From an optimization exercise on the open Yosys and OpenROAD flow, aimed at small area, a short achievable clock period and few clock cycles; shortcuts taken in it are not production practice.
Only simulation tests tie the RTL to the original design; equivalence was not proved.

File: design/flow/design.v
module k_rom (
    input  logic [5:0] kSel,
    output logic [31:0] kBus
);
    always_comb begin
        case (kSel)
                00: kBus = 32'h428a2f98;
                01: kBus = 32'h71374491;
                02: kBus = 32'hb5c0fbcf;
                03: kBus = 32'he9b5dba5;
                04: kBus = 32'h3956c25b;
                05: kBus = 32'h59f111f1;
                06: kBus = 32'h923f82a4;
                07: kBus = 32'hab1c5ed5;
                08: kBus = 32'hd807aa98;
                09: kBus = 32'h12835b01;
                10: kBus = 32'h243185be;
                11: kBus = 32'h550c7dc3;
                12: kBus = 32'h72be5d74;
                13: kBus = 32'h80deb1fe;
                14: kBus = 32'h9bdc06a7;
                15: kBus = 32'hc19bf174;
                16: kBus = 32'he49b69c1;
                17: kBus = 32'hefbe4786;
                18: kBus = 32'h0fc19dc6;
                19: kBus = 32'h240ca1cc;
                20: kBus = 32'h2de92c6f;
                21: kBus = 32'h4a7484aa;
                22: kBus = 32'h5cb0a9dc;
                23: kBus = 32'h76f988da;
                24: kBus = 32'h983e5152;
                25: kBus = 32'ha831c66d;
                26: kBus = 32'hb00327c8;
                27: kBus = 32'hbf597fc7;
                28: kBus = 32'hc6e00bf3;
                29: kBus = 32'hd5a79147;
                30: kBus = 32'h06ca6351;
                31: kBus = 32'h14292967;
                32: kBus = 32'h27b70a85;
                33: kBus = 32'h2e1b2138;
                34: kBus = 32'h4d2c6dfc;
                35: kBus = 32'h53380d13;
                36: kBus = 32'h650a7354;
                37: kBus = 32'h766a0abb;
                38: kBus = 32'h81c2c92e;
                39: kBus = 32'h92722c85;
                40: kBus = 32'ha2bfe8a1;
                41: kBus = 32'ha81a664b;
                42: kBus = 32'hc24b8b70;
                43: kBus = 32'hc76c51a3;
                44: kBus = 32'hd192e819;
                45: kBus = 32'hd6990624;
                46: kBus = 32'hf40e3585;
                47: kBus = 32'h106aa070;
                48: kBus = 32'h19a4c116;
                49: kBus = 32'h1e376c08;
                50: kBus = 32'h2748774c;
                51: kBus = 32'h34b0bcb5;
                52: kBus = 32'h391c0cb3;
                53: kBus = 32'h4ed8aa4a;
                54: kBus = 32'h5b9cca4f;
                55: kBus = 32'h682e6ff3;
                56: kBus = 32'h748f82ee;
                57: kBus = 32'h78a5636f;
                58: kBus = 32'h84c87814;
                59: kBus = 32'h8cc70208;
                60: kBus = 32'h90befffa;
                61: kBus = 32'ha4506ceb;
                62: kBus = 32'hbef9a3f7;
                63: kBus = 32'hc67178f2;
            default: kBus = 32'h00000000;
        endcase
    end
endmodule: k_rom
module sha256_reduced (
    input  logic        clk,
    input  logic        rst_n,
    input  logic        enable,
    input  logic [7:0]  data_in,
    input  logic        data_valid,
    input  logic        end_of_file,
    output logic        ready,
    output logic [31:0] hash_out,
    output logic        hash_valid
);
    localparam int FD = 14;    
    localparam int NB = 45;    
    function automatic logic [31:0] rotr(input logic [31:0] x, input int n);
        rotr = (x >> n) | (x << (32 - n));
    endfunction
    function automatic logic [31:0] bsig0(input logic [31:0] x);
        bsig0 = rotr(x, 2) ^ rotr(x, 13) ^ rotr(x, 22);
    endfunction
    function automatic logic [31:0] bsig1(input logic [31:0] x);
        bsig1 = rotr(x, 6) ^ rotr(x, 11) ^ rotr(x, 25);
    endfunction
    function automatic logic [31:0] ssig0(input logic [31:0] x);
        ssig0 = rotr(x, 7) ^ rotr(x, 18) ^ (x >> 3);
    endfunction
    function automatic logic [31:0] ssig1(input logic [31:0] x);
        ssig1 = rotr(x, 17) ^ rotr(x, 19) ^ (x >> 10);
    endfunction
    function automatic logic [31:0] csum(input logic [31:0] x, input logic [31:0] y, input logic [31:0] z);
        csum = x ^ y ^ z;
    endfunction
    function automatic logic [31:0] ccar(input logic [31:0] x, input logic [31:0] y, input logic [31:0] z);
        ccar = {((x[30:0] & y[30:0]) | (x[30:0] & z[30:0]) | (y[30:0] & z[30:0])), 1'b0};
    endfunction
    function automatic logic [63:0] comp42(input logic [31:0] x1, input logic [31:0] x2,
                                           input logic [31:0] x3, input logic [31:0] x4);
        logic [31:0] p, t, co, ss, cc;
        p  = x1 ^ x2;
        t  = p ^ (x3 ^ x4);
        co = {(p[30:0] & x3[30:0]) | (~p[30:0] & x1[30:0]), 1'b0};
        ss = t ^ co;
        cc = {(t[30:0] & co[30:0]) | (~t[30:0] & x4[30:0]), 1'b0};
        comp42 = {ss, cc};
    endfunction
    function automatic logic [31:0] skadd(input logic [31:0] x, input logic [31:0] y);
        logic [31:0] gg, pp, g2, p2;
        gg = x & y; pp = x ^ y;
        for (int k = 1; k < 32; k = k * 2) begin
            g2 = gg; p2 = pp;
            for (int i = 0; i < 32; i++) begin
                if ((i / k) % 2 == 1) begin
                    g2[i] = gg[i] | (pp[i] & gg[(i / k) * k - 1]);
                    p2[i] = pp[i] & pp[(i / k) * k - 1];
                end
            end
            gg = g2; pp = p2;
        end
        skadd = (x ^ y) ^ {gg[30:0], 1'b0};
    endfunction
    logic       iv, ie, ien;
    logic [7:0] id;
    always_ff @(posedge clk or negedge rst_n) begin
        if (!rst_n) begin
            iv  <= 1'b0;
            ie  <= 1'b0;
            ien <= 1'b0;
        end else begin
            iv  <= data_valid;
            ie  <= end_of_file;
            ien <= enable;
        end
    end
    always_ff @(posedge clk) id <= data_in;
    logic        started;     
    logic        rx;          
    logic        eof_done;    
    logic        pad80;       
    logic [1:0]  bc;          
    logic [7:0]  nbytes;      
    logic [23:0] asm_q;
    logic        rdy_q;       
    assign ready = rdy_q;
    wire start  = ~started & iv & ien;
    wire byte_v = rx & iv;
    wire wrd    = byte_v & ((bc == 2'd3) | ie);    
    logic byp;                                      
    wire push   = wrd & ~byp;                       
    logic [31:0] wdata;
    always_comb begin
        case (bc)
            2'd0:    wdata = {id, 8'h80, 16'h0000};
            2'd1:    wdata = {asm_q[7:0], id, 8'h80, 8'h00};
            2'd2:    wdata = {asm_q[15:0], id, 8'h80};
            default: wdata = {asm_q, id};
        endcase
    end
    always_ff @(posedge clk) begin
        if (byte_v) asm_q <= {asm_q[15:0], id};
    end
    logic [FD-1:0][31:0] fq;
    logic [FD-1:0]       occ;      
    logic                fne;      
    logic                pop;
    always_ff @(posedge clk) begin
        if (push) fq <= {fq[FD-2:0], wdata};
    end
    logic [31:0] fhead;
    always_comb begin
        fhead = '0;
        for (int i = 0; i < FD; i++) fhead |= fq[i] & {32{occ[i]}};
    end
    always_ff @(posedge clk or negedge rst_n) begin
        if (!rst_n) begin
            occ <= '0;
            fne <= 1'b0;
        end else if (push & ~pop) begin
            occ <= {occ[FD-2:0], ~fne};
            fne <= 1'b1;
        end else if (pop & ~push) begin
            occ <= {1'b0, occ[FD-1:1]};
            fne <= ~occ[0];
        end
    end
    localparam logic [1:0] P_IDLE = 2'd0, P_RUN = 2'd1, P_OUT = 2'd2, P_DONE = 2'd3;
    logic [1:0]  ph;
    logic [6:0]  st;
    logic        bnd;        
    logic        srcm;       
    logic        nm;         
    logic        ffq;        
    logic        zero_op;    
    logic        pad14;      
    logic        lastblk;    
    logic [1:0]  stl;        
    logic [31:0] a, b, c, d, e, f, g, h;
    logic [31:0] kq;         
    logic [31:0] dl;         
    logic [3:0][31:0] xa, xe;   
    logic [15:0][31:0] w;
    logic [7:1]  osel;
    logic [31:0] hout;
    logic        hv;
    wire run      = (ph == P_RUN);
    wire avail    = fne | eof_done | wrd;
    wire stalling = (stl != 2'd0);
    wire stall    = stalling | (run & nm & ~avail);
    wire adv      = run & ~stall;
    wire ffstep   = adv & ffq;
    wire ld_r     = adv & ~bnd;
    wire ld_b     = adv & bnd;
    assign pop = adv & srcm & fne;
    assign byp = adv & srcm & ~fne & wrd;
    wire [6:0] st_next = (st == 7'd64) ? 7'd0 : st + 7'd1;
    logic [31:0] padword;
    always_comb begin
        if (pad80)                       padword = 32'h80000000;
        else if ((st == 7'd14) & pad14)  padword = {21'b0, nbytes, 3'b000};
        else                             padword = 32'h0;
    end
    wire [31:0] mval = fne ? fhead : wrd ? wdata : padword;
    wire [31:0] ws1  = ssig1(w[14]);
    wire [31:0] ws0  = ssig0(w[1]);
    wire [63:0] wc   = comp42(w[9], w[0], ws0, ws1);
    wire [31:0] wsch = wc[63:32] + wc[31:0];
    wire [31:0] wnew = srcm ? mval : wsch;
    logic [31:0] knext;
    k_rom krom (.kSel(adv ? st_next[5:0] : st[5:0]), .kBus(knext));
    wire [31:0] s1  = bsig1(e);
    wire [31:0] s0  = bsig0(a);
    wire [31:0] ch  = (e & f) | (~e & g);
    wire [31:0] maj = (a & b) | (c & (a | b));
    wire [63:0] ac  = comp42(dl, maj, ch, s0);
    wire [31:0] ax3 = csum(ac[63:32], ac[31:0], s1);
    wire [31:0] ay3 = ccar(ac[63:32], ac[31:0], s1);
    wire [31:0] an  = skadd(ax3, ay3);
    wire [63:0] ec  = comp42(dl, d, ch, s1);
    wire [31:0] en  = skadd(ec[63:32], ec[31:0]);
    wire [31:0] hsrc = bnd ? xe[1] : g;
    wire [31:0] px1  = csum(hsrc, kq, w[15]);
    wire [31:0] py1  = ccar(hsrc, kq, w[15]);
    logic [31:0] iva, ive;
    always_comb begin
        case (st)
            7'd62:   begin iva = 32'ha54ff53a; ive = 32'h5be0cd19; end
            7'd63:   begin iva = 32'h3c6ef372; ive = 32'h1f83d9ab; end
            7'd64:   begin iva = 32'hbb67ae85; ive = 32'h9b05688c; end
            default: begin iva = 32'h6a09e667; ive = 32'h510e527f; end
        endcase
    end
    wire [31:0] suma = zero_op ? iva : xa[0] + a;
    wire [31:0] sume = zero_op ? ive : xe[0] + e;
    wire [31:0] a_alt = ld_b ? suma : d;
    wire [31:0] e_alt = ld_b ? sume : h;
    always_ff @(posedge clk) begin
        w <= {(adv ? wnew  : w[12]), w[15:13],
              (adv ? w[12] : w[8]),  w[11:9],
              (adv ? w[8]  : w[4]),  w[7:5],
              (adv ? w[4]  : w[0]),  w[3:1]};
        a <= ld_r ? an : a_alt;
        b <= ld_b ? xa[3] : a;
        c <= ld_b ? xa[2] : b;
        d <= ld_b ? xa[1] : c;
        e <= ld_r ? en : e_alt;
        f <= ld_b ? xe[3] : e;
        g <= ld_b ? xe[2] : f;
        h <= ld_b ? xe[1] : g;
        kq <= knext;
        if (adv) begin
            dl  <= px1 + py1;
        end
        if (ffstep) begin
            xa <= {suma, xa[3:1]};
            xe <= {sume, xe[3:1]};
        end
    end
    wire fin = ld_b & lastblk;
    always_ff @(posedge clk) begin
        hout <= ({32{fin}} & suma) |
                ({32{osel[1] | osel[3]}} & b) | ({32{osel[2]}} & d) |
                ({32{osel[4] | osel[6]}} & h) | ({32{osel[5] | osel[7]}} & f);
    end
    assign hash_out   = hout;
    assign hash_valid = hv;
    always_ff @(posedge clk) begin
        rdy_q <= ~(started | start);
    end
    always_ff @(posedge clk or negedge rst_n) begin
        if (!rst_n) hv <= 1'b0;
        else        hv <= fin | (|osel);
    end
    wire thr = (nbytes >= 8'(NB));
    always_ff @(posedge clk or negedge rst_n) begin
        if (!rst_n) begin
            started  <= 1'b0;
            rx       <= 1'b0;
            eof_done <= 1'b0;
            pad80    <= 1'b0;
            bc       <= 2'd0;
            nbytes   <= 8'd0;
            ph       <= P_IDLE;
            st       <= 7'd0;
            bnd      <= 1'b0;
            srcm     <= 1'b0;
            nm       <= 1'b0;
            ffq      <= 1'b0;
            zero_op  <= 1'b0;
            pad14    <= 1'b0;
            lastblk  <= 1'b0;
            stl      <= 2'd0;
            osel     <= 7'd0;
        end else begin
            if (start) begin
                started <= 1'b1;
                if (ie) begin
                    eof_done <= 1'b1;
                    pad80    <= 1'b1;
                end else begin
                    rx <= 1'b1;
                end
            end
            if (byte_v) begin
                bc     <= bc + 2'd1;
                nbytes <= nbytes + 8'd1;
                if (ie) begin
                    rx       <= 1'b0;
                    eof_done <= 1'b1;
                    pad80    <= (bc == 2'd3);
                end
            end
            if ((ph == P_IDLE) & started & (thr | eof_done)) begin
                ph      <= P_RUN;
                st      <= 7'd62;
                bnd     <= 1'b0;
                srcm    <= 1'b0;
                nm      <= 1'b0;
                ffq     <= 1'b1;
                zero_op <= 1'b1;
            end
            stl <= stall ? stl + 2'd1 : 2'd0;
            if (adv) begin
                st   <= st_next;
                bnd  <= (st_next == 7'd0);
                srcm <= (st_next <= 7'd14) | (st_next == 7'd64);
                nm   <= (st_next <= 7'd14) | ((st_next == 7'd64) & ~lastblk);
                ffq  <= (st_next >= 7'd62) | (st_next == 7'd0);
                if (srcm & ~fne & ~wrd & pad80) pad80 <= 1'b0;
                if (st == 7'd13) pad14 <= ~fne & ~wrd & ~pad80;
                if ((st == 7'd14) & ~fne & ~wrd & pad14) lastblk <= 1'b1;
                if (bnd) begin
                    zero_op <= 1'b0;
                    if (lastblk) ph <= P_OUT;
                end
            end
            osel <= {osel[6:1], fin};
            if (osel[7]) ph <= P_DONE;
        end
    end
endmodule
File: design/flow/flow/run.sh
#!/bin/bash
# Standard synthesis, then the standard flow's own layout with two changes: timing repair
# gets a larger setup margin, so that it keeps working past the constraint's
# period, and the port buffers are plain buffers (sky130_fd_sc_hd__buf_2)
# instead of the delay cells that buffer_ports picks by default.
set -euo pipefail
bash standard.sh synth > synth.log 2>&1
bash standard.sh SETUP_SLACK_MARGIN=10.7 TNS_END_PERCENT=100 \
  "BUFFER_PORTS_ARGS=-buffer_cell sky130_fd_sc_hd__buf_2" finish > layout.log 2>&1
File: design/flow/standard.sh
#!/bin/bash
# synth_recipe.tcl (not shown) runs the flow's synth.tcl, then flattens the netlist and writes it again
# the make line also repeats each setting of config.mk as NAME=value (left out here)
make -C /OpenROAD-flow-scripts/flow DESIGN_CONFIG=/design/flow/config.mk WORK_HOME=/design/flow/orfs CLKGATE_MAP_FILE= SYNTH_SCRIPT=/design/flow/synth_recipe.tcl "${@:-finish}"
File: design/flow/config.mk
export PLATFORM = sky130hd
export DESIGN_NAME = sha256_reduced
export DESIGN_NICKNAME = sha256_reduced
export VERILOG_FILES = /design/flow/design.v
export SDC_FILE = /design/flow/constraint.sdc
export NUM_CORES = 8
export LEC_CHECK = 0
export CAP_MARGIN = 20
export CORE_MARGIN = 2
export CORE_UTILIZATION = 65
export CTS_CLUSTER_DIAMETER = 100
export CTS_CLUSTER_SIZE = 25
export PLACE_DENSITY = 0.8
export SLEW_MARGIN = 20
export SYNTH_MEMORY_MAX_BITS = 4096
File: design/flow/constraint.sdc
create_clock -name core_clock -period 15.0 [get_ports {clk}]
set_input_delay 3.0000 -clock core_clock [delete_from_list [all_inputs] [get_ports {clk}]]
set_output_delay 3.0000 -clock core_clock [all_outputs]
set_load 0.01 [all_outputs]
==> flow_metrics.env, run 1 <==
export IMPL_status="no timing/DRC/antenna violations"
export IMPL_first_pass_iters=13
export IMPL_fin_skew_ns=0.0364
export IMPL_drc=0
export IMPL_critical_path_startpoint="bnd"
export IMPL_grt_pass1_wl_um=311000
export IMPL_cts_buffer_depth=3
export IMPL_hold_viol=0
export IMPL_multiInputGateArea_um2=32300
export IMPL_fillers=7900
export IMPL_ys_types=95
export IMPL_path_class="reg2reg"
export IMPL_reg2reg_depth=15
export IMPL_rsz0062_at_grt="true"
export IMPL_htree_levels=3
export IMPL_clkLatencyLatePin_ns=0.71
export IMPL_finalSetupViolCount=0
export IMPL_path_max_fanout=6
export IMPL_clk_pin_slew_worst_paths_ns=0.09
export IMPL_avgViaCountPerCell=6.38
export IMPL_antenna_found_initial=4
export IMPL_grt_pass1_vias=50500
export IMPL_fin_crit_sh_pct=28.9
export IMPL_fin_crit_ns=4.33
export IMPL_relSlewSlack_pct=28.3
export IMPL_drt_iter0_markers=6302
export IMPL_die_y_um=341
export IMPL_track_usage_pct=35.4
export IMPL_arrival_ns=4.79
export IMPL_start_kind="flip-flop"
export IMPL_io_pins=47
export IMPL_die_w_um=341
export IMPL_hold_start="w[162]"
export IMPL_yosys_warnings=2
export IMPL_rrSetupSlack_ns=10.67
export IMPL_max_clock_freq_ghz=0.231
export IMPL_tightest_slew_ns=1.08
export IMPL_cts_inserted_buffers=78
export IMPL_fin_nets=7059
export IMPL_syn_area_per_cell_um2=10.8
export IMPL_grt_overflow=0
export IMPL_synth_ff_type="dfxtp_1"
export IMPL_clock_sinks=1659
export IMPL_core_um2=113000
export IMPL_netlist_instances=6835
export IMPL_syn2layout_area_growth_pct=8.36
export IMPL_syn_area_um2=73900
export IMPL_core_rowCount=123
export IMPL_whs_path_depth=0
export IMPL_routed_wl_um=211000
export IMPL_synth_nets=7133
export IMPL_synth_edf_count=760
export IMPL_endpoint_kind="flip-flop"
export IMPL_ys_seq_area_share_pct=55.7
export IMPL_synth_seq_cells=1659
export IMPL_clk_root_buffer_cell="clkbuf_16"
export IMPL_portBuffers=46
export IMPL_synth_async_reset_ratio_pct=3.50
export IMPL_maxSlewViolCount=0
export IMPL_grt_max_degree=220
export IMPL_required_ns=15.45
export IMPL_fin_tns_setup_ns=0
export IMPL_ant_nets=0
export IMPL_rr_startpoint="bnd"
export IMPL_cts_tree="built"
export IMPL_final_cell_area_um2=80000
export IMPL_drv_cap=0
export IMPL_start_util_pct=65.6
export IMPL_dp_hpwl_um=147000
export IMPL_wl_per_cell_um=25.4
export IMPL_drive_gt1_share_pct=9.93
export IMPL_die_area_um2=116000
export IMPL_place_gp_congestion=0.964
export IMPL_worstHoldPathType="reg2reg"
export IMPL_placed_area_um2=75200
export IMPL_via_count=53100
export IMPL_seq_area_um2=41300
final cells by class:
class,instances,area share (%)
multi-input combinational,4663,40.4
tap,1500,2.34
inverter,158,0.766
clock inverter,7,0.147
timing repair buffer,201,2.06
sequential,1659,51.6
antenna,2,0.00625
clock buffer,131,2.75
layer usage:
| layer | GRT usage (%) | up-vias | part of all wire, % |
|---|---|---|---|
| met5 | 0 | - | 0.013 |
| met4 | 22.7 | 4 | 7.7 |
| met3 | 5.01 | 662 | 9.2 |
| met2 | 55.8 | 3018 | 45 |
| met1 | 46.4 | 25500 | 38 |
| li1 | - | 23900 | - |
critical path: stages, from the launching register on:
cell      delay (ns)
dfrtp_4         0.57
buf_16          0.18
buf_4           0.13
mux2_2          0.30
fa_2            0.41
ha_2            0.20
a21o_1          0.18
a21o_1          0.20
a211oi_2        0.21
a21bo_2         0.29
a222oi_1        0.45
a31oi_2         0.21
o31a_1          0.34
a21o_1          0.19
a21oi_2         0.15
xnor2_1         0.08
final timing paths:
path | end
min reg2reg | w[130]
max in group asynchronous | bnd
min | w[130]
max reg2reg | dl[28]
min in group asynchronous | occ[8]
max | dl[28]
cell usage after synthesis, types with 44 or more instances:
library cell     n  share of area [%]
clkbuf_1       305                1.5
maj3_1         114                1.5
nor2_1         345                1.8
a22oi_1        205                2.1
nor3_1          68               0.46
xor2_1         236                2.8
nand4_1         45               0.38
inv_1          153               0.78
a21o_1          76               0.77
a21oi_1        304                2.1
dfrtp_1         58                2.0
dfxtp_1        841                 23
nand3_1         83               0.56
o21ai_0        336                2.3
mux2i_1         51               0.69
xnor2_1        464                5.5
a31oi_1         47               0.40
nor2b_1         44               0.37
fa_1            73                2.0
a22o_1          49               0.58
nand2_1       1268                6.4
edfxtp_1       760                 31
ha_1           212                3.6
a221oi_1        75               0.89
per-stage QoR:
step,instances,hold slack (ns),util [%],setup slack (ns)
4_1_cts,8267,0.317,69.8,10.60
2_1_floorplan,6835,0.310,-,4.34
6_report,8321,0.306,71.1,10.67
3_3_place_gp,8090,0.309,66.8,9.14
5_1_grt,8319,0.320,71.0,10.55
3_5_place_dp,8090,0.312,66.8,8.97
cells by family (layout without fill, tap and decap cells):
kind of cell             count (synthesis)  count (layout)  synth area share (%)
AND/OR/NAND/NOR                       2011            2013                  11.4
flip-flops                            1659            1659                  55.7
AO/OA/AOI/OAI                         1437            1437                  12.9
XOR/XNOR                               718             719                  8.88
buffers and inverters                  516             497                  2.69
adder cells (fa/ha/maj)                399             399                  7.11
multiplexers                            95              95                  1.38
other                                    0               2                     0
state kept, by name, indices dropped and copies added (netlist names), 128 cells and up, named ones only:
signal	count
xa	128
fq	448
xe	128
w	512
timing repair:
action / 4_1_cts / 5_1_grt
endpoints found under the hold margin: 0 / 0
buffers inserted: 34 / 49
setup endpoints to repair: 724 / 154
gates resized for setup: 181 / 244
pin swaps: 28 / 71
hold buffers: 0 / 0
gates cloned: 5 / 2
placed cells by master, fill, tap and decap left out, drive strengths merged, types with 23 or more instances in the layout:
master  instances
nand2        1269
dfxtp         841
edfxtp        760
xnor2         464
o21ai         348
nor2          345
a21oi         306
xor2          237
ha            212
a22oi         205
buf           195
inv           159
clkbuf        135
maj3          114
nand3          83
a21o           76
a221oi         76
fa             73
nor3           69
dfrtp          58
mux2i          51
a22o           49
a31oi          49
nand4          45
nand2b         44
nor2b          44
mux2           43
o21a           41
and2           40
o211ai         37
o21bai         33
a211oi         30
o31ai          23
Testbench counts, summed over its fixed seeds: cycles 20,554.
==> run 2, diff against run 1 <==
--- a/design/flow/design.v
+++ b/design/flow/design.v
@@ -86,3 +86,3 @@
     localparam int FD = 14;    
-    localparam int NB = 45;    
+    localparam int NB = 1;
     function automatic logic [31:0] rotr(input logic [31:0] x, input int n);
==> flow_metrics.env, run 2 <==
export IMPL_status="no timing/DRC/antenna violations"
export IMPL_start_kind="flip-flop"
export IMPL_fin_crit_sh_pct=29.7
export IMPL_fin_tns_setup_ns=0
export IMPL_synth_top_cell_by_area="edfxtp_1"
export IMPL_seq_area_um2=41300
export IMPL_path_max_fanout=5
export IMPL_cts_tree="built"
export IMPL_syn_area_per_cell_um2=10.9
export IMPL_portBuffers=46
export IMPL_synth_top_area_share_pct=30.9
export IMPL_max_clock_freq_ghz=0.225
export IMPL_whs_ns=0.324
export IMPL_dp_slack_ns=9.03
export IMPL_cts_buffer_depth=3
export IMPL_dp_hpwl_um=151000
export IMPL_grt_pass1_vias=50800
export IMPL_setup_slack_ns=10.55
export IMPL_start_util_pct=65.7
export IMPL_instances_no_fill=8294
export IMPL_ys_seq_area_share_pct=55.6
export IMPL_first_pass_iters=7
export IMPL_grt_max_degree=187
export IMPL_syn_area_um2=74000
export IMPL_placed_area_um2=75400
export IMPL_cts_inserted_buffers=78
export IMPL_use_met2_pct=54.1
export IMPL_clkLatencyLatePin_ns=0.73
export IMPL_synth_seq_cells=1659
export IMPL_regMostFlops="w"
export IMPL_synth_nets=7088
export IMPL_relSlewSlack_pct=25.5
export IMPL_required_ns=15.60
export IMPL_final_cell_mix="nand2_1 (1236), dfxtp_1 (765), edfxtp_1 (760)"
export IMPL_drt_iter0_markers=7443
export IMPL_rsz0062_at_grt="true"
export IMPL_worstHoldPathType="reg2reg"
export IMPL_grt_busiest_layer="met2"
export IMPL_syn2layout_area_growth_pct=9.33
export IMPL_final_cell_area_um2=80900
export IMPL_placed_cells=8053
export IMPL_drv_cap=0
export IMPL_yosys_warnings=2
export IMPL_netlist_instances=6790
export IMPL_synthTopCellsByArea="edfxtp_1 (31%), dfxtp_1 (23%), nand2_1 (6.3%)"
export IMPL_avgViaCountPerCell=6.50
export IMPL_layout_commonest_cell="nand2_1"
export IMPL_routed_wl_um=222000
export IMPL_fin_nets=7033
export IMPL_fillers=7778
export IMPL_ys_types=106
export IMPL_synth_common_cells="nand2_1 (1242), dfxtp_1 (841), edfxtp_1 (760)"
export IMPL_multiInputGateArea_um2=32700
export IMPL_synth_ff_type="dfxtp_1"
export IMPL_core_rowCount=123
export IMPL_track_usage_pct=37.2
export IMPL_wl_per_cell_um=26.8
export IMPL_arrival_ns=5.05
export IMPL_synth_edf_count=760
export IMPL_grtUsageMet1_pct=52.9
export IMPL_io_pins=47
export IMPL_synth_async_reset_ratio_pct=3.50
export IMPL_use_met3_pct=10.8
export IMPL_drive_gt1_share_pct=11.2
export IMPL_largest_register_ff_count=512
export IMPL_clock_sinks=1659
export IMPL_antenna_found_initial=10
export IMPL_die_area_um2=117000
export IMPL_clk_pin_slew_worst_paths_ns=0.10
export IMPL_cts_hold_buf=0
export IMPL_grt_pass1_wl_um=324000
export IMPL_maxSlewViolCount=0
export IMPL_fin_skew_ns=0.0402
export IMPL_fin_crit_ns=4.45
export IMPL_die_w_um=341
export IMPL_via_count=53900
export IMPL_grt_overflow=0
export IMPL_ant_nets=0
export IMPL_endpoint_kind="flip-flop"
export IMPL_die_y_um=341
export IMPL_drc=0
export IMPL_core_um2=113000
export IMPL_synthMostInstantiatedCell="nand2_1"
export IMPL_reg_largest_list="w x512, fq x448"
export IMPL_tightest_slew_ns=1.12
export IMPL_hold_viol=0
export IMPL_path_class="reg2reg"
export IMPL_finalSetupViolCount=0
export IMPL_clk_root_buffer_cell="clkbuf_16"
export IMPL_htree_levels=3
export IMPL_place_gp_congestion=1.00
==> run 2: cell count changes after synthesis, sizes merged, moves of 9 or more <==
cell	change
a21oi	-34
nand2	-26
xor2	-15
nor2	-14
xnor2	+12
nand3	-10
o21a	+10
o221ai	-10
a211oi	+9
a31oi	-9
and3	+9
o211ai	+9
==> run 2: final timing paths <==
path                            start  endpoint  slack (ns)  cells past startpoint
max in group asynchronous       rst_n       bnd       11.74                      2
worst max register to register  e[12]     e[31]       10.55                     17
worst min-delay path            w[78]     w[46]        0.32                      0
worst max-delay path            e[12]     e[31]       10.55                     17
min in group asynchronous       rst_n       ien        2.50                      2
worst min register to register  w[78]     w[46]        0.32                      0
==> run 2: layer usage <==
metal	routed length (um)	share of wire (%)	vias up
li1	-	-	23800
met1	87100	39	26000
met2	93600	42	3466
met3	30700	14	581
met4	10400	4.7	10
met5	59	0.027	-
==> run 2: logic make-up (layout without fill, tap and decap cells) <==
logic type | after synthesis | in the layout | synth area share, %
other cells | 0 | 5 | 0
flops | 1659 | 1659 | 55.6
xor+xnor | 717 | 717 | 8.91
compound gates | 1425 | 1425 | 13.0
fa+ha+maj | 402 | 402 | 7.15
mux | 96 | 96 | 1.40
simple gates | 1972 | 1975 | 11.2
buf+inv | 519 | 515 | 2.70
==> run 2: what timing repair did <==
item                                    in CTS  in global routing
gates resized for setup                    342                173
buffers inserted                            59                 33
cloned                                       7                  3
endpoints found under the setup margin     732                522
pin swaps                                   56                 74
==> run 2: cell type report <==
class	count	area share, %
Clock buffer	121	2.66
Antenna cell	5	0.0155
Timing Repair Buffer	218	2.47
Multi-Input combinational cell	4615	40.4
Inverter	163	0.772
Sequential cell	1659	51.1
Clock inverter	13	0.294
Tap cell	1500	2.32
==> run 2: worst max-delay path, stage by stage, from the launching register on <==
cell      delay [ns]
dfxtp_4         0.37
buf_4           0.16
xnor2_1         0.14
xnor2_1         0.41
inv_1           0.20
xnor2_1         0.29
xnor2_1         0.13
ha_1            0.23
a21o_1          0.24
a22oi_2         0.23
a21o_1          0.27
a21boi_4        0.13
a221o_2         0.46
a31oi_4         0.27
nor3_2          0.11
o311ai_1        0.27
o41ai_1         0.15
a221o_1         0.27
==> run 2: stage by stage <==
step	utilization (%)
after floorplan	-
after global placement	66.9
after detailed placement	66.9
after CTS	70.8
after global routing	71.8
final	71.8
Testbench counts of run 2, summed over its fixed seeds: cycles 20,365.
==> run 3, diff against run 2 <==
--- a/design/flow/config.mk
+++ b/design/flow/config.mk
@@ -12,3 +12,2 @@
 export CTS_CLUSTER_SIZE = 25
-export PLACE_DENSITY = 0.8
 export SLEW_MARGIN = 20
==> flow_metrics.env, run 3 <==
export IMPL_synth_edf_count=760
export IMPL_regMostFlops="w"
export IMPL_synth_ff_type="dfxtp_1"
export IMPL_maxSlewViolCount=0
export IMPL_die_y_um=341
export IMPL_synthTopCellsByArea="edfxtp_1 (31%), dfxtp_1 (23%), nand2_1 (6.3%)"
export IMPL_first_pass_iters=7
export IMPL_synth_top_cell_by_area="edfxtp_1"
export IMPL_synth_seq_cells=1659
export IMPL_fin_nets=7039
export IMPL_rsz0062_at_grt="true"
export IMPL_core_um2=113000
export IMPL_fin_tns_setup_ns=0
export IMPL_cts_buffer_depth=3
export IMPL_drive_gt1_share_pct=11.6
export IMPL_required_ns=15.65
export IMPL_path_class="reg2reg"
export IMPL_cts_tree="built"
export IMPL_final_cell_mix="nand2_1 (1238), edfxtp_1 (760), dfxtp_1 (755)"
export IMPL_antenna_found_initial=8
export IMPL_portBuffers=46
export IMPL_relSlewSlack_pct=20.7
export IMPL_ys_seq_area_share_pct=55.6
export IMPL_tightest_slew_ns=1.19
export IMPL_drt_iter0_markers=6864
export IMPL_clk_root_buffer_cell="clkbuf_16"
export IMPL_layout_commonest_cell="nand2_1"
export IMPL_netlist_instances=6790
export IMPL_grt_max_degree=200
export IMPL_max_clock_freq_ghz=0.225
export IMPL_worst_path_buf_inv=0
export IMPL_grt_pass1_wl_um=324000
export IMPL_r2r_end="a[31]"
export IMPL_start_util_pct=65.7
export IMPL_reg2reg_depth=16
export IMPL_syn_area_um2=74000
export IMPL_fin_skew_ns=0.0387
export IMPL_critical_path_startpoint="a[17]"
export IMPL_status="no timing/DRC/antenna violations"
export IMPL_largest_register_ff_count=512
export IMPL_syn2layout_area_growth_pct=9.45
export IMPL_clk_pin_slew_worst_paths_ns=0.11
export IMPL_via_count=53600
export IMPL_reg_largest_list="w x512, fq x448"
export IMPL_place_gp_congestion=1.01
export IMPL_htree_levels=3
export IMPL_hold_viol=0
export IMPL_synth_common_cells="nand2_1 (1242), dfxtp_1 (841), edfxtp_1 (760)"
export IMPL_fin_crit_sh_pct=29.6
export IMPL_crit_family="compound AO/OA/AOI/OAI gates"
export IMPL_dp_hpwl_um=155000
export IMPL_grt_pass1_vias=49500
export IMPL_wl_per_cell_um=26.9
export IMPL_cpPeakStageDelay_ns=0.61
export IMPL_fin_crit_ns=4.44
export IMPL_cts_inserted_buffers=78
export IMPL_finalSetupViolCount=0
export IMPL_worstHoldPathType="reg2reg"
export IMPL_synth_top_area_share_pct=30.9
export IMPL_track_usage_pct=37.5
export IMPL_synth_async_reset_ratio_pct=3.50
export IMPL_rr_startpoint="a[17]"
export IMPL_cp_endpoint="a[31]"
export IMPL_die_area_um2=117000
export IMPL_clkLatencyLatePin_ns=0.72
export IMPL_cts_hold_buf=0
export IMPL_drc=0
export IMPL_drv_cap=0
export IMPL_arrival_ns=5.09
export IMPL_avgViaCountPerCell=6.45
export IMPL_start_kind="flip-flop"
export IMPL_grt_overflow=0
export IMPL_ant_nets=0
export IMPL_cp_cell_sequence="xor2_1 > xnor2_2 > xnor2_1 > xnor2_1 > fa_1 > ha_1 > o211ai_1 > o21ai_2 > o211a_4 > o211ai_1 > nand2_2 > a41oi_2 > a211o_1 > nor4b_2 > a31oi_1 > a31oi_1"
export IMPL_routed_wl_um=223000
export IMPL_crit_cells=16
export IMPL_yosys_warnings=2
export IMPL_die_w_um=341
export IMPL_io_pins=47
export IMPL_clock_sinks=1659
export IMPL_endpoint_kind="flip-flop"
export IMPL_synth_nets=7088
export IMPL_core_rowCount=123
export IMPL_rrSetupSlack_ns=10.56
export IMPL_ys_types=106
export IMPL_whs_ns=0.315
export IMPL_syn_area_per_cell_um2=10.9
export IMPL_cp_slowest_cell="dfxtp_1"
export IMPL_path_max_fanout=6
export IMPL_synthMostInstantiatedCell="nand2_1"
run 3: layer usage:
metal  track usage, %  routed length [um]  up-vias
met5                0                  50        -
met4             17.2               12300        2
met3             8.02               26000      542
met2             54.0               94100     3021
met1             54.4               90600    26200
li1                 -                   -    23800
run 3: kinds of logic (layout without fill, tap and decap cells):
kind of cell	after synthesis	after routing	share of synthesized area (%)
other	0	4	0
buffers and inverters	519	526	2.70
muxes	96	96	1.40
xor gates and xnor gates	717	717	8.91
adders and majority gates	402	402	7.15
AOI/OAI and AO/OA	1425	1426	13.0
and+or+nand+nor	1972	1973	11.2
DFF	1659	1659	55.6
run 3: worst min-delay path by stage:
stage | slack, ns | depth (start not counted) | endpoint | from
floorplan | 0.31 | 0 | w[128] | w[160]
global placement | 0.31 | 0 | w[55] | w[87]
detailed placement | 0.31 | 0 | w[221] | w[253]
CTS | 0.32 | 0 | w[405] | w[437]
global route | 0.33 | 0 | w[405] | w[437]
finish | 0.32 | 0 | w[405] | w[437]
run 3: worst reg2reg max path, delay by kind of cell, from the launching register on:
kind                       cells  cell delay (ns)
DFF                            1             0.61
adders and majority gates      2             0.85
AOI/OAI and AO/OA              8             1.60
xor gates and xnor gates       4             0.91
and+or+nand+nor                2             0.39
run 3: cell type report:
| type | instances | area [um^2] |
|---|---|---|
| diodes | 4 | 10.0 |
| clock buffers | 122 | 2120 |
| clock inverters | 16 | 200 |
| fillers | 7991 | 31700 |
| inverters | 163 | 638 |
| multi-input cells | 4614 | 32800 |
| flip-flops and latches | 1659 | 41300 |
| well taps | 1500 | 1880 |
| repair buffers | 225 | 1990 |
run 3: what timing repair did:
| action | 4_1_cts | 5_1_grt |
|---|---|---|
| buffers inserted | 68 | 33 |
| resized for setup | 308 | 209 |
| endpoints found under the setup margin | 911 | 229 |
| pin swaps | 62 | 75 |
| cloned | 7 | 2 |
run 3: per-stage QoR:
step	instances	utilization, %	setup WS (ns)	instance area [um^2]
floorplan	6790	-	4.27	74100
global placement	8051	66.9	8.94	75400
detailed placement	8051	66.9	8.76	75400
CTS	8264	70.7	10.70	79700
global route	8299	71.9	10.48	80900
finish	8303	71.9	10.56	81000
==> run 4, diff against run 3 <==
--- a/design/flow/config.mk
+++ b/design/flow/config.mk
@@ -9,3 +9,3 @@
 export CORE_MARGIN = 2
-export CORE_UTILIZATION = 65
+export CORE_UTILIZATION = 62
 export CTS_CLUSTER_DIAMETER = 100
==> flow_metrics.env, run 4 <==
export IMPL_synth_top_cell_by_area="edfxtp_1"
export IMPL_fin_nets=7051
export IMPL_required_ns=15.56
export IMPL_die_area_um2=122000
export IMPL_regMostFlops="w"
export IMPL_arrival_ns=4.97
export IMPL_start_util_pct=62.6
export IMPL_synth_async_reset_ratio_pct=3.50
export IMPL_fin_tns_setup_ns=0
export IMPL_clk_root_buffer_cell="clkbuf_16"
export IMPL_rsz0062_at_grt="true"
export IMPL_grt_overflow=0
export IMPL_path_class="reg2reg"
export IMPL_core_rowCount=126
export IMPL_syn2layout_area_growth_pct=9.64
export IMPL_syn_area_per_cell_um2=10.9
export IMPL_netlist_instances=6790
export IMPL_fin_crit_ns=4.41
export IMPL_synth_edf_count=760
export IMPL_n_antenna_cell=0
export IMPL_ys_types=106
export IMPL_final_cell_area_um2=81100
export IMPL_antenna_found_initial=12
export IMPL_cts_inserted_buffers=79
export IMPL_via_count=53000
export IMPL_drt_iter0_markers=6047
export IMPL_grt_max_degree=204
export IMPL_endpoint_kind="flip-flop"
export IMPL_fin_skew_ns=0.0476
export IMPL_syn_area_um2=74000
export IMPL_io_pins=47
export IMPL_drv_cap=0
export IMPL_clock_sinks=1659
export IMPL_synth_ff_type="dfxtp_1"
export IMPL_drc=0
export IMPL_cp_cell_sequence="buf_4 > maj3_1 > maj3_2 > xor2_1 > xnor2_1 > fa_2 > xnor2_1 > xnor2_2 > xnor2_1 > xnor2_1 > xnor2_2 > mux2i_1 > nor2_1 > a221oi_2 > a31oi_1"
export IMPL_track_usage_pct=36.0
export IMPL_maxSlewViolCount=0
export IMPL_first_pass_iters=6
export IMPL_drive_gt1_share_pct=11.9
export IMPL_routed_wl_um=224000
export IMPL_placed_area_um2=75400
export IMPL_start_kind="flip-flop"
export IMPL_path_max_fanout=5
export IMPL_ys_seq_area_share_pct=55.6
export IMPL_synth_common_cells="nand2_1 (1242), dfxtp_1 (841), edfxtp_1 (760)"
export IMPL_synthMostInstantiatedCell="nand2_1"
export IMPL_yosys_warnings=2
export IMPL_worstHoldPathType="reg2reg"
export IMPL_cpPeakStageDelay_ns=0.49
export IMPL_ant_nets=0
export IMPL_hold_viol=0
export IMPL_relSlewSlack_pct=14.8
export IMPL_clkLatencyLatePin_ns=0.72
export IMPL_synth_top_area_share_pct=30.9
export IMPL_dp_hpwl_um=155000
export IMPL_portBuffers=46
export IMPL_cp_slowest_cell="fa_2"
export IMPL_rrSetupSlack_ns=10.59
export IMPL_clk_pin_slew_worst_paths_ns=0.11
export IMPL_cts_buffer_depth=3
export IMPL_synthTopCellsByArea="edfxtp_1 (31%), dfxtp_1 (23%), nand2_1 (6.3%)"
export IMPL_cts_tree="built"
export IMPL_finalSetupViolCount=0
export IMPL_instances_no_fill=8348
export IMPL_die_y_um=349
export IMPL_wl_per_cell_um=26.8
export IMPL_placed_cells=8088
export IMPL_cts_hold_buf=0
export IMPL_synth_seq_cells=1659
export IMPL_largest_register_ff_count=512
export IMPL_layout_commonest_cell="nand2_1"
export IMPL_tightest_slew_ns=1.28
export IMPL_reg_largest_list="w x512, fq x448"
export IMPL_synth_nets=7088
export IMPL_max_clock_freq_ghz=0.227
export IMPL_cp_common_cell="xnor2_1"
export IMPL_status="no timing/DRC/antenna violations"
export IMPL_grt_pass1_wl_um=325000
export IMPL_die_w_um=349
export IMPL_fin_crit_sh_pct=29.4
export IMPL_avgViaCountPerCell=6.35
export IMPL_grt_pass1_vias=49400
export IMPL_core_um2=118000
export IMPL_place_gp_congestion=0.971
export IMPL_htree_levels=3
export IMPL_final_cell_mix="nand2_1 (1233), edfxtp_1 (760), dfxtp_1 (756)"
run 4: cell counts after synthesis:
No cell type changed its count.
run 4: repair_timing:
item                                    4_1_cts  5_1_grt
setup buffers                                56       59
endpoints found under the setup margin      812      279
resized for setup                           291      273
endpoints found under the hold margin         0        0
pin swaps                                    35       89
cloned                                        4        1
run 4: logic make-up (layout without fill, tap and decap cells):
| family | count (synthesis) | in the layout | synth area share, % |
|---|---|---|---|
| adders and majority gates | 402 | 402 | 7.15 |
| and+or+nand+nor | 1972 | 1972 | 11.2 |
| muxes | 96 | 96 | 1.40 |
| buffers and inverters | 519 | 541 | 2.70 |
| DFF | 1659 | 1659 | 55.6 |
| AOI/OAI and AO/OA | 1425 | 1425 | 13.0 |
| xor gates and xnor gates | 717 | 717 | 8.91 |
run 4: cell type report:
class                           count  area [um^2]
Clock buffer                      126         2190
Sequential cell                  1659        41300
Clock inverter                     14          205
Multi-Input combinational cell   4612        32800
Timing Repair Buffer              238         2080
Inverter                          163          632
Tap cell                         1536         1920
Fill cell                        8838        37100
run 4: worst max-delay path: cells and delay by family (launching register included):
| family | cells | cell delay, ns |
|---|---|---|
| DFF | 1 | 0.41 |
| xor gates and xnor gates | 7 | 1.72 |
| and+or+nand+nor | 1 | 0.07 |
| AOI/OAI and AO/OA | 2 | 0.32 |
| muxes | 1 | 0.23 |
| buffers and inverters | 1 | 0.24 |
| adders and majority gates | 3 | 1.26 |
run 4: through the flow:
step	setup WS (ns)	hold WS [ns]	utilization (%)
final	10.59	0.304	68.6
after global routing	10.55	0.320	68.6
after CTS	10.64	0.300	67.2
after detailed placement	8.73	0.312	63.8
after global placement	8.65	0.310	63.8
after floorplan	4.27	0.310	-
run 4: path summary, 6_finish.rpt:
kind	from	end	cells after the start
setup / recovery	a[29]	a[31]	15
hold / removal	w[332]	w[300]	0
min in group asynchronous	rst_n	ien	2
hold reg to reg	w[332]	w[300]	0
max in group asynchronous	rst_n	bnd	2
setup reg to reg	a[29]	a[31]	15
run 4: per-layer routing:
layer / track usage [%] / vias up / routed length, um
met5: 0 / - / 88
met4: 15.8 / 14 / 11200
met3: 8.12 / 451 / 23300
met2: 52.9 / 2647 / 96500
met1: 51.4 / 26000 / 92600
li1: - / 23800 / -
==> run 5, diff against run 4 <==
--- a/design/flow/config.mk
+++ b/design/flow/config.mk
@@ -9,3 +9,3 @@
 export CORE_MARGIN = 2
-export CORE_UTILIZATION = 62
+export CORE_UTILIZATION = 57
 export CTS_CLUSTER_DIAMETER = 100
==> flow_metrics.env, run 5 <==
export IMPL_avgViaCountPerCell=6.18
export IMPL_syn2layout_area_growth_pct=9.28
export IMPL_seq_area_um2=41300
export IMPL_clk_root_buffer_cell="clkbuf_16"
export IMPL_grt_overflow=0
export IMPL_grt_pass1_vias=48900
export IMPL_synth_nets=7088
export IMPL_cts_tree="built"
export IMPL_whs_ns=0.319
export IMPL_ys_seq_area_share_pct=55.6
export IMPL_regMostFlops="w"
export IMPL_place_gp_congestion=0.974
export IMPL_synthMostInstantiatedCell="nand2_1"
export IMPL_rsz0062_at_grt="true"
export IMPL_synth_seq_cells=1659
export IMPL_antenna_found_initial=12
export IMPL_dr_wl_met2_um=97500
export IMPL_status="no timing/DRC/antenna violations"
export IMPL_synthTopCellsByArea="edfxtp_1 (31%), dfxtp_1 (23%), nand2_1 (6.3%)"
export IMPL_drv_cap=0
export IMPL_routed_wl_um=230000
export IMPL_grt_pass1_wl_um=333000
export IMPL_final_cell_mix="nand2_1 (1238), dfxtp_1 (763), edfxtp_1 (760)"
export IMPL_fin_skew_ns=0.0415
export IMPL_grt_max_degree=146
export IMPL_start_kind="flip-flop"
export IMPL_core_um2=129000
export IMPL_path_class="reg2reg"
export IMPL_hold_viol=0
export IMPL_start_util_pct=57.3
export IMPL_drive_gt1_share_pct=11.1
export IMPL_ys_types=106
export IMPL_syn_area_um2=74000
export IMPL_htree_levels=3
export IMPL_ant_nets=0
export IMPL_clock_sinks=1659
export IMPL_arrival_ns=5.03
export IMPL_synth_edf_count=760
export IMPL_fillers=10500
export IMPL_synth_common_cells="nand2_1 (1242), dfxtp_1 (841), edfxtp_1 (760)"
export IMPL_multiInputGateArea_um2=32600
export IMPL_layout_commonest_cell="nand2_1"
export IMPL_m1WireLength_um=102000
export IMPL_synth_async_reset_ratio_pct=3.50
export IMPL_placed_cells=8303
export IMPL_fin_nets=7033
export IMPL_cts_hold_buf=0
export IMPL_die_area_um2=133000
export IMPL_io_pins=47
export IMPL_reg2reg_depth=18
export IMPL_core_rowCount=132
export IMPL_synth_top_area_share_pct=30.9
export IMPL_relSlewSlack_pct=20.6
export IMPL_cts_inserted_buffers=78
export IMPL_wl_per_cell_um=26.9
export IMPL_synth_ff_type="dfxtp_1"
export IMPL_via_count=52800
export IMPL_netlist_instances=6790
export IMPL_die_w_um=364
export IMPL_largest_register_ff_count=512
export IMPL_drc=0
export IMPL_top_layer_used="met5"
export IMPL_fin_util_pct=62.6
export IMPL_fin_crit_ns=4.40
export IMPL_yosys_warnings=2
export IMPL_worstHoldPathType="reg2reg"
export IMPL_max_clock_freq_ghz=0.227
export IMPL_reg_largest_list="w x512, fq x448"
export IMPL_track_usage_pct=34.1
export IMPL_portBuffers=46
export IMPL_wl_met3_um=21400
export IMPL_fin_tns_setup_ns=0
export IMPL_clk_pin_slew_worst_paths_ns=0.11
export IMPL_fin_crit_sh_pct=29.3
export IMPL_dp_hpwl_um=161000
export IMPL_synth_top_cell_by_area="edfxtp_1"
export IMPL_maxSlewViolCount=0
export IMPL_syn_area_per_cell_um2=10.9
export IMPL_first_pass_iters=5
export IMPL_endpoint_kind="flip-flop"
export IMPL_cts_buffer_depth=3
export IMPL_tightest_slew_ns=1.19
export IMPL_instances_no_fill=8536
export IMPL_die_y_um=364
export IMPL_clkLatencyLatePin_ns=0.73
export IMPL_whs_path_depth=0
export IMPL_finalSetupViolCount=0
export IMPL_drt_iter0_markers=6579
export IMPL_path_max_fanout=6
export IMPL_required_ns=15.64
run 5: cell count changes in the layout (fill, tap and decap cells not counted), sizes merged:
cell / change
and2: +1
buf: -13
bufbuf: -2
bufinv: +1
clkbuf: -5
clkinv: -8
diode: +4
inv: +4
run 5: worst paths after layout:
path                             start    end  slack, ns
worst max-delay path             a[20]  a[26]      10.60
worst min-delay path            w[119]  w[87]       0.32
worst max register to register   a[20]  a[26]      10.60
worst min register to register  w[119]  w[87]       0.32
max in group asynchronous        rst_n    bnd      11.78
min in group asynchronous        rst_n    ien       2.50
run 5: through the flow:
stage / area, um^2 / setup slack, ns
floorplan: 74100 / 4.27
global placement: 75700 / 9.75
detailed placement: 75700 / 9.75
CTS: 79800 / 10.61
global route: 80800 / 10.43
finish: 80800 / 10.60
run 5: layout make-up:
| cell class | count | share of cell area [%] |
|---|---|---|
| flip-flops and latches | 1659 | 51.1 |
| multi-input cells | 4613 | 40.3 |
| well taps | 1742 | 2.70 |
| clock buffers | 124 | 2.65 |
| repair buffers | 220 | 2.24 |
| inverters | 163 | 0.779 |
| clock inverters | 11 | 0.190 |
| diodes | 4 | 0.0124 |
run 5: what timing repair did:
| action | in CTS | in global routing |
|---|---|---|
| setup buffers | 56 | 34 |
| pin swaps | 51 | 71 |
| cloned | 4 | 0 |
| gates resized for setup | 327 | 170 |
| setup endpoints to repair | 799 | 628 |
run 5: cell families (layout without fill, tap and decap cells):
family,count (synthesis),count (layout),share of synthesized area [%]
buffers and inverters,519,518,2.70
AO/OA/AOI/OAI,1425,1425,13.0
other,0,4,0
XOR/XNOR,717,717,8.91
adder cells (fa/ha/maj),402,402,7.15
flip-flops,1659,1659,55.6
multiplexers,96,96,1.40
AND/OR/NAND/NOR,1972,1973,11.2
run 5: layer usage:
metal  GRT usage (%)  vias to the layer above
li1                -                    23800
met1            51.6                    26100
met2            49.9                     2432
met3            5.07                      367
met4            11.9                        6
met5               0                        -
run 5: critical path: stages, from the launching register on:
cell      delay (ns)
dfxtp_1         0.44
maj3_1          0.48
xnor2_1         0.20
maj3_2          0.36
fa_1            0.54
inv_1           0.06
ha_4            0.24
a21o_1          0.19
a31o_2          0.25
a221o_1         0.30
a21oi_2         0.16
nand2_2         0.13
buf_4           0.17
buf_6           0.11
a21o_1          0.19
xor2_1          0.14
o21ai_1         0.13
o211ai_1        0.11
o21a_1          0.15
==> run 6, diff against run 5 <==
--- a/design/flow/config.mk
+++ b/design/flow/config.mk
@@ -9,3 +9,3 @@
 export CORE_MARGIN = 2
-export CORE_UTILIZATION = 57
+export CORE_UTILIZATION = 60
 export CTS_CLUSTER_DIAMETER = 100
==> flow_metrics.env, run 6 <==
export IMPL_htree_levels=3
export IMPL_arrival_ns=4.93
export IMPL_synth_async_reset_ratio_pct=3.50
export IMPL_cpPeakStageDelay_ns=0.57
export IMPL_final_cell_mix="nand2_1 (1237), edfxtp_1 (760), dfxtp_1 (751)"
export IMPL_clk_root_buffer_cell="clkbuf_16"
export IMPL_antenna_found_initial=6
export IMPL_die_w_um=355
export IMPL_worstHoldPathType="reg2reg"
export IMPL_clock_sinks=1659
export IMPL_path_max_fanout=6
export IMPL_syn_area_um2=74000
export IMPL_placed_area_um2=75600
export IMPL_reg_largest_list="w x512, fq x448"
export IMPL_cts_buffer_depth=3
export IMPL_portBuffers=46
export IMPL_wl_per_cell_um=27.2
export IMPL_first_pass_iters=9
export IMPL_clkLatencyLatePin_ns=0.74
export IMPL_synth_ff_type="dfxtp_1"
export IMPL_fin_skew_ns=0.0431
export IMPL_path_class="reg2reg"
export IMPL_grt_max_degree=99
export IMPL_drc=0
export IMPL_endpoint_kind="flip-flop"
export IMPL_tightest_slew_ns=1.08
export IMPL_seq_area_um2=41300
export IMPL_routed_wl_um=230000
export IMPL_syn2layout_area_growth_pct=9.80
export IMPL_place_gp_congestion=0.961
export IMPL_grt_pass1_wl_um=333000
export IMPL_core_rowCount=128
export IMPL_maxSlewViolCount=0
export IMPL_track_usage_pct=35.8
export IMPL_cp_cell_sequence="xor2_1 > xnor2_2 > xnor2_1 > xnor2_1 > fa_1 > inv_1 > ha_1 > o21a_1 > o21a_1 > o211a_4 > o211ai_1 > nand2_2 > buf_4 > a21o_1 > a211o_1 > nand3b_1 > a31oi_1"
export IMPL_status="no timing/DRC/antenna violations"
export IMPL_fillers=9500
export IMPL_ys_seq_area_share_pct=55.6
export IMPL_synthTopCellsByArea="edfxtp_1 (31%), dfxtp_1 (23%), nand2_1 (6.3%)"
export IMPL_synth_top_area_share_pct=30.9
export IMPL_synth_seq_cells=1659
export IMPL_ant_nets=0
export IMPL_synth_top_cell_by_area="edfxtp_1"
export IMPL_fin_crit_ns=4.33
export IMPL_multiInputGateArea_um2=32700
export IMPL_setup_slack_ns=10.67
export IMPL_grt_pass1_vias=49800
export IMPL_synth_nets=7088
export IMPL_max_clock_freq_ghz=0.231
export IMPL_die_y_um=355
export IMPL_avgViaCountPerCell=6.30
export IMPL_fin_nets=7054
export IMPL_yosys_warnings=2
export IMPL_grt_overflow=0
export IMPL_fin_crit_sh_pct=28.8
export IMPL_syn_area_per_cell_um2=10.9
export IMPL_dp_slack_ns=8.97
export IMPL_cts_inserted_buffers=78
export IMPL_synth_common_cells="nand2_1 (1242), dfxtp_1 (841), edfxtp_1 (760)"
export IMPL_io_pins=47
export IMPL_start_kind="flip-flop"
export IMPL_synthMostInstantiatedCell="nand2_1"
export IMPL_drv_cap=0
export IMPL_core_um2=122000
export IMPL_regMostFlops="w"
export IMPL_clk_pin_slew_worst_paths_ns=0.11
export IMPL_drive_gt1_share_pct=11.7
export IMPL_synth_edf_count=760
export IMPL_hold_viol=0
export IMPL_rrSetupSlack_ns=10.67
export IMPL_start_util_pct=60.6
export IMPL_die_area_um2=126000
export IMPL_netlist_instances=6790
export IMPL_drt_iter0_markers=6656
export IMPL_via_count=53200
export IMPL_dp_hpwl_um=157000
export IMPL_final_cell_area_um2=81200
export IMPL_required_ns=15.60
export IMPL_cts_hold_buf=0
export IMPL_rsz0062_at_grt="true"
export IMPL_cp_slowest_cell="dfxtp_1"
export IMPL_ys_types=106
export IMPL_finalSetupViolCount=0
export IMPL_fin_tns_setup_ns=0
export IMPL_layout_commonest_cell="nand2_1"
export IMPL_largest_register_ff_count=512
export IMPL_cts_tree="built"
export IMPL_relSlewSlack_pct=27.3
[run 6: timing repair]
item	CTS	global route
pin swaps	58	79
resized for setup	326	193
endpoints found under the setup margin	759	223
gates cloned	11	1
buffers inserted	77	33
[run 6: worst paths after layout]
kind | start | to | depth (start not counted)
setup / recovery | a[19] | a[27] | 17
hold / removal | w[88] | w[56] | 0
setup reg to reg | a[19] | a[27] | 17
hold reg to reg | w[88] | w[56] | 0
max in group asynchronous | rst_n | bnd | 2
min in group asynchronous | rst_n | ien | 1
[run 6: kinds of logic (layout without fill, tap and decap cells)]
logic type | Yosys count | after routing | synth area share (%)
compound gates | 1425 | 1425 | 13.0
simple gates | 1972 | 1973 | 11.2
buf+inv | 519 | 540 | 2.70
fa+ha+maj | 402 | 402 | 7.15
flops | 1659 | 1659 | 55.6
xor+xnor | 717 | 717 | 8.91
other cells | 0 | 5 | 0
mux | 96 | 96 | 1.40
[run 6: per-stage QoR]
stage,util [%],cells,hold WS (ns)
floorplan,-,6790,0.310
global placement,61.9,8179,0.310
detailed placement,61.9,8179,0.312
CTS,65.6,8403,0.319
global route,66.5,8437,0.332
finish,66.6,8442,0.313
[run 6: layout make-up]
type | instances | area share (%)
Tap cell | 1625 | 2.50
Clock buffer | 126 | 2.70
Multi-Input combinational cell | 4613 | 40.2
Timing Repair Buffer | 241 | 2.73
Inverter | 163 | 0.796
Sequential cell | 1659 | 50.9
Antenna cell | 5 | 0.0154
Clock inverter | 10 | 0.146
[run 6: metal layers]
metal,global-route usage (%),vias up,part of all wire (%)
li1,-,23900,-
met1,51.6,26300,42
met2,52.8,2574,43
met3,7.75,449,11
met4,14.1,6,4.7
met5,0,-,0.027
[run 6: critical path, delay by kind of cell, from the launching register on]
family | cells | cell delay, ns
xor gates and xnor gates | 4 | 0.90
buffers and inverters | 2 | 0.20
adders and majority gates | 2 | 0.83
and+or+nand+nor | 2 | 0.25
AOI/OAI and AO/OA | 7 | 1.43
DFF | 1 | 0.57
==> run 7, diff against run 6 <==
--- a/design/flow/flow/run.sh
+++ b/design/flow/flow/run.sh
@@ -7,3 +7,3 @@
 bash standard.sh synth > synth.log 2>&1
-bash standard.sh SETUP_SLACK_MARGIN=10.7 TNS_END_PERCENT=100 \
+bash standard.sh SETUP_SLACK_MARGIN=10.6 TNS_END_PERCENT=100 \
   "BUFFER_PORTS_ARGS=-buffer_cell sky130_fd_sc_hd__buf_2" finish > layout.log 2>&1
==> flow_metrics.env, run 7 <==
export IMPL_synth_edf_count=760
export IMPL_use_met3_pct=7.34
export IMPL_grt_pass1_wl_um=326000
export IMPL_layout_commonest_cell="nand2_1"
export IMPL_fin_util_pct=66.1
export IMPL_use_met2_pct=49.5
export IMPL_hold_start="w[76]"
export IMPL_largest_register_ff_count=512
export IMPL_clk_root_buffer_cell="clkbuf_16"
export IMPL_yosys_area_share_adder_pct=7.15
export IMPL_htree_levels=3
export IMPL_cts_hold_buf=0
export IMPL_synth_compound_area_share_pct=13.0
export IMPL_yosys_warnings=2
export IMPL_maxSlewViolCount=0
export IMPL_synthMostInstantiatedCell="nand2_1"
export IMPL_yosys_area_share_simple_pct=11.2
export IMPL_whs_ns=0.320
export IMPL_clk_pin_slew_worst_paths_ns=0.11
export IMPL_core_um2=122000
export IMPL_grt_max_degree=169
export IMPL_placed_cells=8192
export IMPL_tightest_slew_ns=1.28
export IMPL_fillers=9564
export IMPL_grtUsageMet1_pct=53.5
export IMPL_synth_top_cell_by_area="edfxtp_1"
export IMPL_instances_no_fill=8413
export IMPL_crit_family="compound AO/OA/AOI/OAI gates"
export IMPL_ys_seq_area_share_pct=55.6
export IMPL_final_cell_mix="nand2_1 (1238), dfxtp_1 (779), edfxtp_1 (760)"
export IMPL_fin_tns_setup_ns=0
export IMPL_rr_startpoint="bnd"
export IMPL_reg2reg_depth=15
export IMPL_arrival_ns=4.97
export IMPL_fin_skew_ns=0.0312
export IMPL_required_ns=15.48
export IMPL_antenna_found_initial=9
export IMPL_finalSetupViolCount=0
export IMPL_ant_nets=0
export IMPL_relSlewSlack_pct=14.7
export IMPL_ys_types=106
export IMPL_hold_viol=0
export IMPL_reg_largest_list="w x512, fq x448"
export IMPL_regMostFlops="w"
export IMPL_synthTopCellsByArea="edfxtp_1 (31%), dfxtp_1 (23%), nand2_1 (6.3%)"
export IMPL_syn_area_um2=74000
export IMPL_cp_slowest_cell="dfrtp_4"
export IMPL_fin_nets=7027
export IMPL_fin_crit_sh_pct=29.9
export IMPL_grt_pass1_vias=48900
export IMPL_routed_wl_um=227000
export IMPL_path_max_fanout=26
export IMPL_worstHoldPathType="reg2reg"
export IMPL_clkLatencyLatePin_ns=0.73
export IMPL_synth_mux_area_share_pct=1.40
export IMPL_path_class="reg2reg"
export IMPL_drive_gt1_share_pct=10.6
export IMPL_status="no timing/DRC/antenna violations"
export IMPL_hold_end="w[44]"
export IMPL_netlist_instances=6790
export IMPL_core_rowCount=128
export IMPL_r2r_end="dl[31]"
export IMPL_io_pins=47
export IMPL_cts_buffer_depth=3
export IMPL_cp_cell_sequence="buf_4 > buf_16 > mux2_2 > fa_1 > ha_1 > nand2_1 > a211oi_1 > o31ai_4 > a32o_2 > a211oi_4 > o31a_1 > o211ai_1 > o21ai_0 > a21oi_1 > xnor2_1"
export IMPL_n_antenna_cell=0
export IMPL_die_area_um2=126000
export IMPL_synth_common_cells="nand2_1 (1242), dfxtp_1 (841), edfxtp_1 (760)"
export IMPL_synth_top_area_share_pct=30.9
export IMPL_cts_inserted_buffers=79
export IMPL_synth_top_family_by_area="compound AO/OA/AOI/OAI gates"
export IMPL_synth_async_reset_ratio_pct=3.50
export IMPL_die_y_um=355
export IMPL_whs_path_depth=0
export IMPL_drt_iter0_markers=7464
export IMPL_syn2layout_area_growth_pct=9.02
export IMPL_portBuffers=46
export IMPL_rrSetupSlack_ns=10.51
export IMPL_grt_overflow=0
export IMPL_first_pass_iters=6
export IMPL_cpPeakStageDelay_ns=0.51
export IMPL_wl_per_cell_um=27.0
export IMPL_endpoint_kind="flip-flop"
export IMPL_via_count=53100
export IMPL_yosys_area_share_xor_xnor_pct=8.91
export IMPL_drv_cap=0
export IMPL_grt_busiest_layer="met1"
export IMPL_synth_nets=7088
export IMPL_clock_sinks=1659
export IMPL_dp_hpwl_um=159000
export IMPL_start_util_pct=60.6
export IMPL_synth_seq_cells=1659
export IMPL_place_gp_congestion=0.988
export IMPL_fin_crit_ns=4.49
export IMPL_die_w_um=355
export IMPL_track_usage_pct=34.9
export IMPL_max_clock_freq_ghz=0.223
export IMPL_rsz0062_at_grt="true"
export IMPL_drc=0
export IMPL_worst_path_buf_inv=2
export IMPL_avgViaCountPerCell=6.31
export IMPL_synth_ff_type="dfxtp_1"
export IMPL_start_kind="flip-flop"
export IMPL_syn_area_per_cell_um2=10.9
export IMPL_cts_tree="built"
[run 7: changes by cell type in the layout (fill, tap and decap cells not counted), sizes merged, moves of 3 or more]
cell / change
inv: +3
clkbuf: +3
bufbuf: -10
buf: -23
diode: -5
[run 7: metal layers]
| layer | vias to the layer above | share of wire, % |
|---|---|---|
| li1 | 23800 | - |
| met1 | 26100 | 44 |
| met2 | 2791 | 42 |
| met3 | 431 | 11 |
| met4 | 18 | 3.6 |
| met5 | - | 0.047 |
[run 7: cell families (layout without fill, tap and decap cells)]
group,count (synthesis),after routing
multiplexers,96,96
AO/OA/AOI/OAI,1425,1425
flip-flops,1659,1659
adder cells (fa/ha/maj),402,402
buffers and inverters,519,515
AND/OR/NAND/NOR,1972,1974
XOR/XNOR,717,717
[run 7: through the flow]
step           setup slack (ns)  instance area, um^2
2_1_floorplan              4.27                74100
3_3_place_gp               9.54                75700
3_5_place_dp               9.40                75700
4_1_cts                   10.53                79100
5_1_grt                   10.41                80600
6_report                  10.51                80600
[run 7: worst max-delay path by stage]
stage,from,to,slack [ns],cells after the start
3_5_place_dp,bc[1],fq[363],9.40,11
3_3_place_gp,bc[1],fq[235],9.54,11
6_report,bnd,dl[31],10.51,15
5_1_grt,bnd,dl[31],10.41,15
2_1_floorplan,bc[1],occ[9],4.27,12
4_1_cts,bnd,dl[31],10.53,16
[run 7: cell type report]
class / instances / area [um^2] / share of cell area, %
clock buffer: 125 / 2170 / 2.69
clock inverter: 15 / 234 / 0.290
inverter: 163 / 638 / 0.791
multi-input combinational: 4614 / 32500 / 40.3
sequential: 1659 / 41300 / 51.2
tap: 1625 / 2030 / 2.52
timing repair buffer: 212 / 1810 / 2.24
[run 7: timing repair]
action | CTS | global route
gates resized for setup | 201 | 247
cloned | 2 | 4
endpoints found under the hold margin | 0 | 0
buffers inserted | 28 | 47
setup endpoints to repair | 663 | 432
pin swaps | 22 | 76
[run 7: worst reg2reg max path: stages (launching register included)]
cell,delay (ns)
dfrtp_4,0.51
buf_4,0.24
buf_16,0.24
mux2_2,0.42
fa_1,0.45
ha_1,0.40
nand2_1,0.12
a211oi_1,0.38
o31ai_4,0.16
a32o_2,0.33
a211oi_4,0.27
o31a_1,0.20
o211ai_1,0.14
o21ai_0,0.17
a21oi_1,0.10
xnor2_1,0.13

## what the ideal ports hide
The results above use ideal ports. As a check the final layouts listed here were re-extracted and re-timed, cells and wires unchanged.
Step 1 assumes that a clkbuf_16 drives the clock port and a buf_2 every other input.
Step 2, shift: input delay + t, output delay - t, t = (earliest + latest rising clock arrival at the registers) / 2. This alone moves slack from input paths to output paths.
a / b / c = no drivers / after step 1 / after step 2; a / b = the first two.
run | shift t [ns] | slack for setup (ns) | hold WS [ns] | worst setup path after step 2 | cell pins on the clock port's net
run 1 | 0.764 | 10.666 / 10.666 / 10.666 | 0.306 / 0.306 / 0.306 | register to register | 1
run 2 | 0.780 | 10.552 / 10.552 / 10.552 | 0.324 / 0.324 / 0.324 | register to register | 1
run 3 | 0.786 | 10.557 / 10.557 / 10.557 | 0.315 / 0.315 / 0.315 | register to register | 1
run 4 | 0.770 | 10.591 / 10.575 / 10.591 | 0.304 / 0.304 / 0.304 | register to register | 1
run 5 | 0.782 | 10.604 / 10.592 / 10.604 | 0.319 / 0.319 / 0.319 | register to register | 1
run 6 | 0.796 | 10.674 / 10.644 / 10.674 | 0.313 / 0.313 / 0.313 | register to register | 1
run 7 | 0.782 | 10.512 / 10.512 / 10.512 | 0.320 / 0.320 / 0.320 | register to register | 1
After both steps setup and hold are still met in every run listed.
